What follows belongs to an exercise in optimizing a design on an open flow for small area and a short achievable clock period; a production flow would make more cautious choices. At most, simulation tests tie the RTL to the original design; equivalence was not proved.

==> flow/design.v (excerpt) <==
module FFT64 #(
    parameter width = 16
) (
    input                           clk,
    input                           rst_n,
    input                           di_en,
    input       signed  [width-1:0] di_re,
    input       signed  [width-1:0] di_img,
    output reg                      do_en,
    output reg  signed  [width-1:0] do_re,
    output reg  signed  [width-1:0] do_img
);
Size: ~10000 cells after synthesis, about 130000 sq um of cells after synthesis.
Settings: LEC_CHECK=0, CAP_MARGIN=20, CORE_MARGIN=2, CORE_UTILIZATION=55, SLEW_MARGIN=20, SYNTH_HIERARCHICAL=1, SYNTH_MINIMUM_KEEP_SIZE=0; clock period 11.0 ns.
standard.sh (not shown) runs the stock make flow with config.mk's settings and CLKGATE_MAP_FILE= SYNTH_SCRIPT=/design/flow/synth_recipe.tcl, a recipe that flattens the netlist after the stock synthesis.
==> flow/flow/run.sh <==
#!/bin/bash
# Layout flow: the standard ORFS flow (standard.sh, unchanged synthesis)
# with these changes to how the layout is made:
#  - timing repair aims at 7.3 ns of setup slack (the clock stays 11 ns),
#  - the port buffers are plain buf_2 cells,
#  - the clock tree is built from clkbuf_8 cells, sinks clustered in groups
#    of up to 16 within 80 um.
# The whole output of the flow goes to standard.log in this folder.
bash standard.sh SETUP_SLACK_MARGIN=7.3 \
  "BUFFER_PORTS_ARGS=-buffer_cell sky130_fd_sc_hd__buf_2" \
  "CTS_BUF_LIST=sky130_fd_sc_hd__clkbuf_8" \
  CTS_CLUSTER_SIZE=16 CTS_CLUSTER_DIAMETER=80 \
  finish > standard.log 2>&1
The baseline ran to the end with no violations.
Edit:
==> flow/flow/run.sh (replaced) <==
#!/bin/bash
bash standard.sh SETUP_SLACK_MARGIN=7.45 "BUFFER_PORTS_ARGS=-buffer_cell sky130_fd_sc_hd__buf_2" CTS_CLUSTER_SIZE=24 CTS_CLUSTER_DIAMETER=100 finish > standard.log 2>&1
Effect: Global-route usage barely changes. Die area is unchanged. Routed wire length went up by 1.4%. Worst hold slack gains 20 ps. Cell count came out lower by 0.86%. Final area goes up by 1.1%. Non-clock buffer count goes up by 19.

---

== job 101 ==
Another version of the RTL of FFT64 (not shown whole).
Size: roughly 10000 cells after synthesis, about 4100 flip-flops, about 68 I/O pins.
==> flow/design.v (excerpt) <==
module FFT64 #(
    parameter width = 16
) (
    input                           clk,
    input                           rst_n,
    input                           di_en,
    input       signed  [width-1:0] di_re,
    input       signed  [width-1:0] di_img,
    output reg                      do_en,
    output reg  signed  [width-1:0] do_re,
    output reg  signed  [width-1:0] do_img
);
==> flow/config.mk <==
export PLATFORM = sky130hd
export DESIGN_NAME = FFT64
export DESIGN_NICKNAME = FFT64
export VERILOG_FILES = /design/flow/design.v
export SDC_FILE = /design/flow/constraint.sdc
export NUM_CORES = 8
export LEC_CHECK = 0
export CAP_MARGIN = 20
export CORE_MARGIN = 2
export CORE_UTILIZATION = 55
export SLEW_MARGIN = 20
export SYNTH_HIERARCHICAL = 1
export SYNTH_MINIMUM_KEEP_SIZE = 0
==> flow/constraint.sdc <==
create_clock -name core_clock -period 11.0 [get_ports {clk}]
set_input_delay 2.2000 -clock core_clock [delete_from_list [all_inputs] [get_ports {clk}]]
set_output_delay 2.2000 -clock core_clock [all_outputs]
set_load 0.01 [all_outputs]
==> flow/flow/run.sh <==
#!/bin/bash
# Layout flow: the standard ORFS flow (standard.sh, unchanged synthesis)
# with these changes to how the layout is made:
#  - timing repair aims at 7.3 ns of setup slack (the clock stays 11 ns),
#  - the port buffers are plain buf_2 cells,
#  - the clock tree is built from clkbuf_8 cells, sinks clustered in groups
#    of up to 16 within 80 um.
# The whole output of the flow goes to standard.log in this folder.
bash standard.sh SETUP_SLACK_MARGIN=7.45 \
  "BUFFER_PORTS_ARGS=-buffer_cell sky130_fd_sc_hd__buf_2" \
  "CTS_BUF_LIST=sky130_fd_sc_hd__clkbuf_8" \
  CTS_CLUSTER_SIZE=16 CTS_CLUSTER_DIAMETER=80 \
  finish > standard.log 2>&1
Edits applied to the flow inputs when going from job 101 to job 102:
-- flow/flow/run.sh --
<<< job 101, line 9
bash standard.sh SETUP_SLACK_MARGIN=7.45 \
>>> job 102, line 9
bash standard.sh SETUP_SLACK_MARGIN=7.3 \
Delta (job 102 minus job 101): slew at the pin closest to its max-slew limit increased 0.024 ns; total placed cells including tap cells held steady; routed wire length did not really move.
Of job 102 and job 101, job 101 shows the higher relative area of non-clock buffer cells in the final design, with job 102 below it.
In the tables for job 102 and job 101, worst slew margin relative to its limit reads lower with job 102.

---

## P
FFT64 again, from the RTL that the note above started with.
Settings: LEC_CHECK=0, CAP_MARGIN=20, CORE_MARGIN=2, CORE_UTILIZATION=55, SLEW_MARGIN=20, SYNTH_HIERARCHICAL=1, SYNTH_MINIMUM_KEEP_SIZE=0; clock period 11.0 ns.
==> flow/flow/run.sh <==
#!/bin/bash
bash standard.sh SETUP_SLACK_MARGIN=7.3 "BUFFER_PORTS_ARGS=-buffer_cell sky130_fd_sc_hd__buf_2" "CTS_BUF_LIST=sky130_fd_sc_hd__clkbuf_8" CTS_CLUSTER_SIZE=16 CTS_CLUSTER_DIAMETER=80 finish > standard.log 2>&1
Relative to P, the following input files were edited for Q:
==> flow/flow/run.sh <==
#!/bin/bash
# Layout flow: the standard ORFS flow (standard.sh, unchanged synthesis)
# with these changes to how the layout is made:
#  - timing repair aims at 7.3 ns of setup slack (the clock stays 11 ns),
#  - the port buffers are plain buf_2 cells,
#  - the clock tree is built from clkbuf_8 cells, sinks clustered in groups
#    of up to 16 within 80 um.
# The whole output of the flow goes to standard.log in this folder.
bash standard.sh SETUP_SLACK_MARGIN=7.3 PLACE_DENSITY=0.72 \
  "BUFFER_PORTS_ARGS=-buffer_cell sky130_fd_sc_hd__buf_2" \
  "CTS_BUF_LIST=sky130_fd_sc_hd__clkbuf_8" \
  CTS_CLUSTER_SIZE=16 CTS_CLUSTER_DIAMETER=80 \
  finish > standard.log 2>&1
### Flow results
NOTE: number of diodes added for antenna fixing in Q exceeds that of P
P → Q: routed wire length moved up.
The inputs of R differ from those of Q as listed below.
==> flow/flow/run.sh <==
#!/bin/bash
# Layout flow: the standard ORFS flow (standard.sh, unchanged synthesis)
# with these changes to how the layout is made:
#  - timing repair aims at 7.3 ns of setup slack (the clock stays 11 ns),
#  - the port buffers are plain buf_2 cells,
#  - clock-tree sinks are clustered in groups of up to 24 within 100 um.
# The whole output of the flow goes to standard.log in this folder.
bash standard.sh SETUP_SLACK_MARGIN=7.3 \
  "BUFFER_PORTS_ARGS=-buffer_cell sky130_fd_sc_hd__buf_2" \
  CTS_CLUSTER_SIZE=24 CTS_CLUSTER_DIAMETER=100 \
  finish > standard.log 2>&1
Cmp R and Q / routed wire length / lower: R
Cmp R vs Q: headroom to the max-slew limit lower in R
Relative to Q, synthesis-to-finish area growth has gone up in R.
Diff Q -> R: first-iteration DRC count moved down, clock latency at the later pin of the worst-skew pair moved down.
--- input diff R..S ---
==> flow/flow/run.sh <==
#!/bin/bash
bash standard.sh SETUP_SLACK_MARGIN=7.3 "BUFFER_PORTS_ARGS=-buffer_cell sky130_fd_sc_hd__buf_2" "CTS_ARGS=-sink_clustering_enable -repair_clock_nets -sink_clustering_size 16 -sink_clustering_max_diameter 70 -sink_clustering_buffer sky130_fd_sc_hd__clkbuf_8" finish > standard.log 2>&1
### Flow results
Summary — delay of the slowest critical-path stage, S relative to R: lower, by 0.10 ns.
Run comparison: S worst setup path startpoint ix_two[2]; R worst setup path startpoint ry_neg[0]
Route | S vs R | wire longer in S
[compare] base=R new=S: worst-case hold slack was more or less identical.
R → S: via-per-instance ratio now sits at about the same level, routed length on met2 picked up an extra 0.66%, via count increased by 696 relative to the old numbers.
## Diff of input files: T against S
==> flow/flow/run.sh <==
#!/bin/bash
bash standard.sh SETUP_SLACK_MARGIN=7.3 "BUFFER_PORTS_ARGS=-buffer_cell sky130_fd_sc_hd__buf_2" "CTS_ARGS=-sink_clustering_enable -repair_clock_nets -sink_clustering_size 20 -sink_clustering_max_diameter 80 -sink_clustering_buffer sky130_fd_sc_hd__clkbuf_8" finish > standard.log 2>&1
==> comparison <==
Compare S and T | number of clock buffer instances in the layout higher: S. Looking at timing endpoint of the critical path, the mx_im_b7 result is from S; the my_re_b3 one comes from T. NOTE: number of buffers added by the clock tree synthesis step in T falls short of that of S.

---

FFT64, a different RTL version from the one above (not shown whole).
Size: about 11,000 cells after synthesis, about 4,100 flip-flops, roughly 68 I/O pins, roughly 0.14 mm^2 of cells after synthesis.
Settings: LEC_CHECK=0, CAP_MARGIN=20, CORE_MARGIN=2, CORE_UTILIZATION=55, SLEW_MARGIN=20, SYNTH_HIERARCHICAL=1, SYNTH_MINIMUM_KEEP_SIZE=0; clock period 11.0 ns.
==> flow/flow/run.sh <==
#!/bin/bash
# Standard ORFS flow (the standard.sh) with a tighter timing-repair target,
# plain buffers on the ports and larger clock-tree sink clusters.
bash standard.sh SETUP_SLACK_MARGIN=7.3 "BUFFER_PORTS_ARGS=-buffer_cell sky130_fd_sc_hd__buf_2" CTS_CLUSTER_SIZE=24 CTS_CLUSTER_DIAMETER=100 finish > standard.log 2>&1
Then changed:
==> flow/flow/run.sh (replaced) <==
#!/bin/bash
# Standard ORFS flow (the standard.sh) with a tighter timing-repair target,
# plain buffers on the ports and larger clock-tree sink clusters.
bash standard.sh SETUP_SLACK_MARGIN=7.3 "BUFFER_PORTS_ARGS=-buffer_cell sky130_fd_sc_hd__buf_2" CTS_CLUSTER_SIZE=32 CTS_CLUSTER_DIAMETER=60 finish > standard.log 2>&1
CORE_UTILIZATION = 40   (was 55)
What happened:
- die area went up by 37%
- critical path depth grows by 6
- synthesized area is unchanged
- cell count goes up by 11%
- synthesized cell count stays the same
- via count came out higher by 1.0%
No functional check of the RTL was part of any run of this note.

## what the ideal ports hide
In the flow no input, the clock included, has a driving cell. The finished layouts below were timed again as built, in two steps.
Step 1 assumes that a clkbuf_16 drives the clock port and a buf_2 every other input.
Step 2 also shifts input and output timing later by t, the mid clock arrival at the registers, as if the neighbouring blocks saw the same clock.
Three values: ideal, step 1, step 2; two values: the first two.
run	t (ns)	setup WS [ns]	clock arrival spread, ns	worst data-port slew with drivers (ns)
the first run of note 1	1.126	7.269 / 7.169 / 7.363	0.100 / 0.099	0.13
the second run of note 1	0.940	7.443 / 7.352 / 7.469	0.068 / 0.067	0.15
job 101	1.119	7.295 / 7.206 / 7.498	0.103 / 0.103	0.08
job 102	1.119	7.282 / 7.189 / 7.370	0.098 / 0.097	0.14
P	1.119	7.282 / 7.189 / 7.370	0.098 / 0.097	0.14
Q	1.124	7.261 / 7.175 / 7.344	0.106 / 0.106	0.04
R	0.960	7.362 / 7.323 / 7.362	0.057 / 0.057	0.14
S	0.986	7.390 / 7.308 / 7.390	0.064 / 0.064	0.14
T	0.925	7.340 / 7.340 / 7.340	0.039 / 0.039	0.14
the first run of note 4	0.954	7.380 / 7.315 / 7.380	0.116 / 0.116	0.07
the second run of note 4	1.004	7.334 / 7.272 / 7.334	0.114 / 0.114	0.08
After both steps setup and hold are still met in every run listed.
